This design comes from an exercise in tuning for small area and a short achievable clock period on the open sky130 flow, not from production work. The RTL was checked by simulation tests, not by an equivalence proof against the original design.

== run a ==
// SAD_cal
module SAD_cal(rstn,clk,din,refi,cal_en,sad,sad_val);
input rstn;
input clk;
input [1023:0] din;
input [1023:0] refi;
input cal_en;
output [15:0] sad;
output sad_val;
wire [7:0] e0;
wire C_0, G10_0, G20_0, G32_0, G40_0, G54_0, G60_0, G76_0, P32_0, P54_0, P76_0, g5p_0, g6p_0, nG10_0, nG30_0, nG50_0, nG64_0, nG74_0, nP64_0, nP74_0, ng0_0, ng1_0, ng2_0, ng3_0, ng4_0, ng5_0, ng6_0, ng7_0, p5_0, p6_0, t1_0, t2_0, t3_0, t4_0, t5_0, t6_0, t7_0, x0_0, x1_0, x2_0, x3_0, x4_0, x5_0, x6_0, x7_0;
SAD_nandn u_ng0_0 (din[0], refi[0], ng0_0);
SAD_xor u_x0_0 (din[0], refi[0], x0_0);
SAD_nandn u_ng1_0 (din[1], refi[1], ng1_0);
SAD_xor u_x1_0 (din[1], refi[1], x1_0);
SAD_nandn u_ng2_0 (din[2], refi[2], ng2_0);
SAD_xor u_x2_0 (din[2], refi[2], x2_0);
SAD_nandn u_ng3_0 (din[3], refi[3], ng3_0);
SAD_xor u_x3_0 (din[3], refi[3], x3_0);
SAD_nandn u_ng4_0 (din[4], refi[4], ng4_0);
SAD_xor u_x4_0 (din[4], refi[4], x4_0);
SAD_nandn u_ng5_0 (din[5], refi[5], ng5_0);
SAD_xor u_x5_0 (din[5], refi[5], x5_0);
SAD_nandn u_ng6_0 (din[6], refi[6], ng6_0);
SAD_xor u_x6_0 (din[6], refi[6], x6_0);
SAD_nandn u_ng7_0 (din[7], refi[7], ng7_0);
SAD_xor u_x7_0 (din[7], refi[7], x7_0);
SAD_oai u_G10_0 (x1_0, ng0_0, ng1_0, G10_0);
SAD_oai u_G32_0 (x3_0, ng2_0, ng3_0, G32_0);
SAD_oai u_G54_0 (x5_0, ng4_0, ng5_0, G54_0);
SAD_oai u_G76_0 (x7_0, ng6_0, ng7_0, G76_0);
SAD_nor u_P32_0 (x3_0, x2_0, P32_0);
SAD_nor u_P54_0 (x5_0, x4_0, P54_0);
SAD_nor u_P76_0 (x7_0, x6_0, P76_0);
SAD_aoi u_nG30_0 (P32_0, G10_0, G32_0, nG30_0);
SAD_aoi u_nG74_0 (P76_0, G54_0, G76_0, nG74_0);
SAD_nand u_nP74_0 (P76_0, P54_0, nP74_0);
SAD_inv u_nG10_0 (G10_0, nG10_0);
SAD_oai u_G20_0 (x2_0, nG10_0, ng2_0, G20_0);
SAD_oai u_G40_0 (x4_0, nG30_0, ng4_0, G40_0);
SAD_oai u_C_0 (nP74_0, nG30_0, nG74_0, C_0);
SAD_inv u_g6p_0 (ng6_0, g6p_0);
SAD_xnor u_p6_0 (din[6], refi[6], p6_0);
SAD_aoi u_nG64_0 (p6_0, G54_0, g6p_0, nG64_0);
SAD_nand u_nP64_0 (p6_0, P54_0, nP64_0);
SAD_oai u_G60_0 (nP64_0, nG30_0, nG64_0, G60_0);
SAD_inv u_g5p_0 (ng5_0, g5p_0);
SAD_xnor u_p5_0 (din[5], refi[5], p5_0);
SAD_aoi u_nG50_0 (p5_0, G40_0, g5p_0, nG50_0);
SAD_xor u_t1_0 (x1_0, ng0_0, t1_0);
SAD_xnor u_t2_0 (x2_0, G10_0, t2_0);
SAD_xnor u_t3_0 (x3_0, G20_0, t3_0);
  ...
==> flow/config.mk <==
export PLATFORM = sky130hd
export DESIGN_NAME = SAD_cal
export DESIGN_NICKNAME = SAD_cal
export VERILOG_FILES = /design/flow/design.v
export SDC_FILE = /design/flow/constraint.sdc
export NUM_CORES = 4
export LEC_CHECK = 0
export CAP_MARGIN = 20
export CORE_AREA = 2 2 418 418
export DIE_AREA = 0 0 420 420
export PLACE_DENSITY = 0.7
export SLEW_MARGIN = 20
export SYNTH_HIERARCHICAL = 1
==> flow/constraint.sdc <==
create_clock -name core_clock -period 4.0 [get_ports {clk}]
set_input_delay 0.8000 -clock core_clock [delete_from_list [all_inputs] [get_ports {clk}]]
set_output_delay 0.8000 -clock core_clock [all_outputs]
set_load 0.01 [all_outputs]
standard.sh (not shown) runs the stock make flow with config.mk's settings and CLKGATE_MAP_FILE= SYNTH_SCRIPT=/design/flow/synth_recipe.tcl, a recipe that flattens the netlist after the stock synthesis.
==> flow/flow/run.sh <==
#!/bin/bash
# The standard layout (standard.sh), with plain buf_1 cells as the port buffers
# instead of the delay cells buffer_ports picks by default, and the I/O pins
# allowed on every routing track of the die's edge so that the die can be smaller.
set -euo pipefail
export BUFFER_PORTS_ARGS="-buffer_cell sky130_fd_sc_hd__buf_1"
export PLACE_PINS_ARGS="-min_distance 1 -min_distance_in_tracks"
bash standard.sh > standard.log 2>&1
Run a got as far as global routing (5_1_grt), where a tool error ended the run.
Inputs modified between run a and run b:
- a change of DIE_AREA from 0 0 420 420 to 0 0 720 720
- an added SETUP_SLACK_MARGIN of 0.5
- a change of PLACE_DENSITY from 0.7 to 0.6
- a change of CORE_AREA from 2 2 418 418 to 2 2 718 718
==> flow/flow/run.sh <==
#!/bin/bash
# The standard layout (standard.sh), with plain buf_1 cells as the port buffers
# instead of the delay cells buffer_ports picks by default.
set -euo pipefail
export BUFFER_PORTS_ARGS="-buffer_cell sky130_fd_sc_hd__buf_1"
bash standard.sh > standard.log 2>&1
Results
Run b did not stop at any stage, and its layout met the timing, design-rule and antenna checks. The number of clock sinks seen by CTS was comparable across run b and run a. Going from run a to run b, initial standard-cell utilization of the core decreased by 33 points relative to the old numbers, maximum number of buffers from clock root to sink now sits higher.

* * *

== alpha ==
Starting RTL as in the previous note.
clock: 4.0 ns
lec_check: 0
cap_margin: 20
core_area: 2 2 478 478
die_area: 0 0 480 480
place_density: 0.6
slew_margin: 20
synth_hierarchical: 1
==> flow/flow/run.sh <==
#!/bin/bash
# The standard layout (standard.sh), with plain buf_1 cells as the port buffers
# instead of the delay cells buffer_ports picks by default, and the I/O pins
# allowed on every routing track of the die's edge so that the die can be smaller.
set -euo pipefail
export BUFFER_PORTS_ARGS="-buffer_cell sky130_fd_sc_hd__buf_1"
export PLACE_PINS_ARGS="-min_distance 1 -min_distance_in_tracks"
bash standard.sh > standard.log 2>&1
alpha is listed as incomplete: the tool reported an error in global routing and the run ended there.
Input changes introduced in beta (baseline for comparison: alpha):
Settings: changing CORE_AREA from 2 2 478 478 to 12 12 468 468; setting SETUP_SLACK_MARGIN to 0.5 for the first time.
-- flow/flow/run.sh --
<<< alpha, line 6
export BUFFER_PORTS_ARGS="-buffer_cell sky130_fd_sc_hd__buf_1"
export PLACE_PINS_ARGS="-min_distance 1 -min_distance_in_tracks"
bash standard.sh > standard.log 2>&1
>>> beta, line 6
export BUFFER_PORTS_ARGS="-buffer_cell sky130_fd_sc_hd__buf_1"
export PLACE_PINS_ARGS="-min_distance 1 -min_distance_in_tracks"
export ROUTING_LAYER_ADJUSTMENT=0.10
bash standard.sh > standard.log 2>&1
==> comparison <==
The final layout from beta, which completed every stage, passed the timing, design-rule and antenna checks at the end of the flow.
Where worst setup slack after placement is concerned, alpha is outperformed by beta.
From beta to alpha, post-synthesis area per instance did not move at all.
Re net count after synthesis: no difference whatsoever between alpha and beta.
As far as synthesized cell count is concerned, beta and alpha perform about the same.
In terms of buffers inserted during post-CTS setup optimization, beta and alpha differ only marginally.
beta gives more initial core utilization than alpha did.
Half-perimeter wire length after detailed placement (beta vs. alpha) increases by a few percent

* * *

## ember
Starting RTL as in the previous note.
clock: 4.0 ns
lec_check: 0
cap_margin: 20
core_area: 2 2 718 718
die_area: 0 0 720 720
place_density: 0.6
slew_margin: 20
synth_hierarchical: 1
==> flow/flow/run.sh <==
#!/bin/bash
# The standard layout (standard.sh), with plain buf_1 cells as the port buffers
# instead of the delay cells buffer_ports picks by default.
set -euo pipefail
export BUFFER_PORTS_ARGS="-buffer_cell sky130_fd_sc_hd__buf_1"
bash standard.sh > standard.log 2>&1
[ember] flow finished | final checks: failed | reasons: antenna violations
For juniper, these inputs were changed with respect to ember:
- DIE_AREA changed from 0 0 720 720 to 0 0 480 480
- CORE_AREA changed from 2 2 718 718 to 2 2 478 478
==> flow/flow/run.sh <==
#!/bin/bash
# The standard layout (standard.sh), with plain buf_1 cells as the port buffers
# instead of the delay cells buffer_ports picks by default, and the I/O pins
# allowed on every routing track of the die's edge so that the die can be smaller.
set -euo pipefail
export BUFFER_PORTS_ARGS="-buffer_cell sky130_fd_sc_hd__buf_1"
export PLACE_PINS_ARGS="-min_distance 1 -min_distance_in_tracks"
export ROUTING_LAYER_ADJUSTMENT=0.10
bash standard.sh > standard.log 2>&1
[summary]
juniper: it failed during global routing (5_1_grt), and the tool reported GRT-0116. ember -> juniper: total number of clock tree sinks delta 0, exact match. Largest buffer count on any clock path for juniper is lower than for ember. juniper has horizontal extent of the die below what ember had. On share of synthesized cell area in full adder, half adder and majority cells, ember tracks juniper almost exactly. juniper against ember; area after detailed placement is down by a few percent. Comparing juniper against ember, there is no change at all in synthesized cell count.

==> port drivers added, routing unchanged <==
In the flow no input, the clock included, has a driving cell. The finished layouts below were timed again as built, in two steps. Step 1 assumes that a clkbuf_16 drives the clock port and a buf_2 every other input. Step 2 moves the port delays by t, midway between the first and last clock arrival at a register: inputs arrive t later, outputs are due t later. That takes back most of the time a late clock gives input paths. Three values: ideal ports, drivers, drivers and shift; two values: the first two.
run | t (ns) | setup WS [ns] | clock arrival spread, ns
run b | 0.956 | 0.712 / 0.514 / -0.442 | 0.096 / 0.096
beta | 0.770 | 0.702 / 0.601 / -0.169 | 0.042 / 0.041
ember | 0.958 | 0.632 / 0.431 / -0.527 | 0.098 / 0.098
The setup slack of ember, which loses most, moves by -0.201 ns with the drivers and by -1.159 ns with both steps.
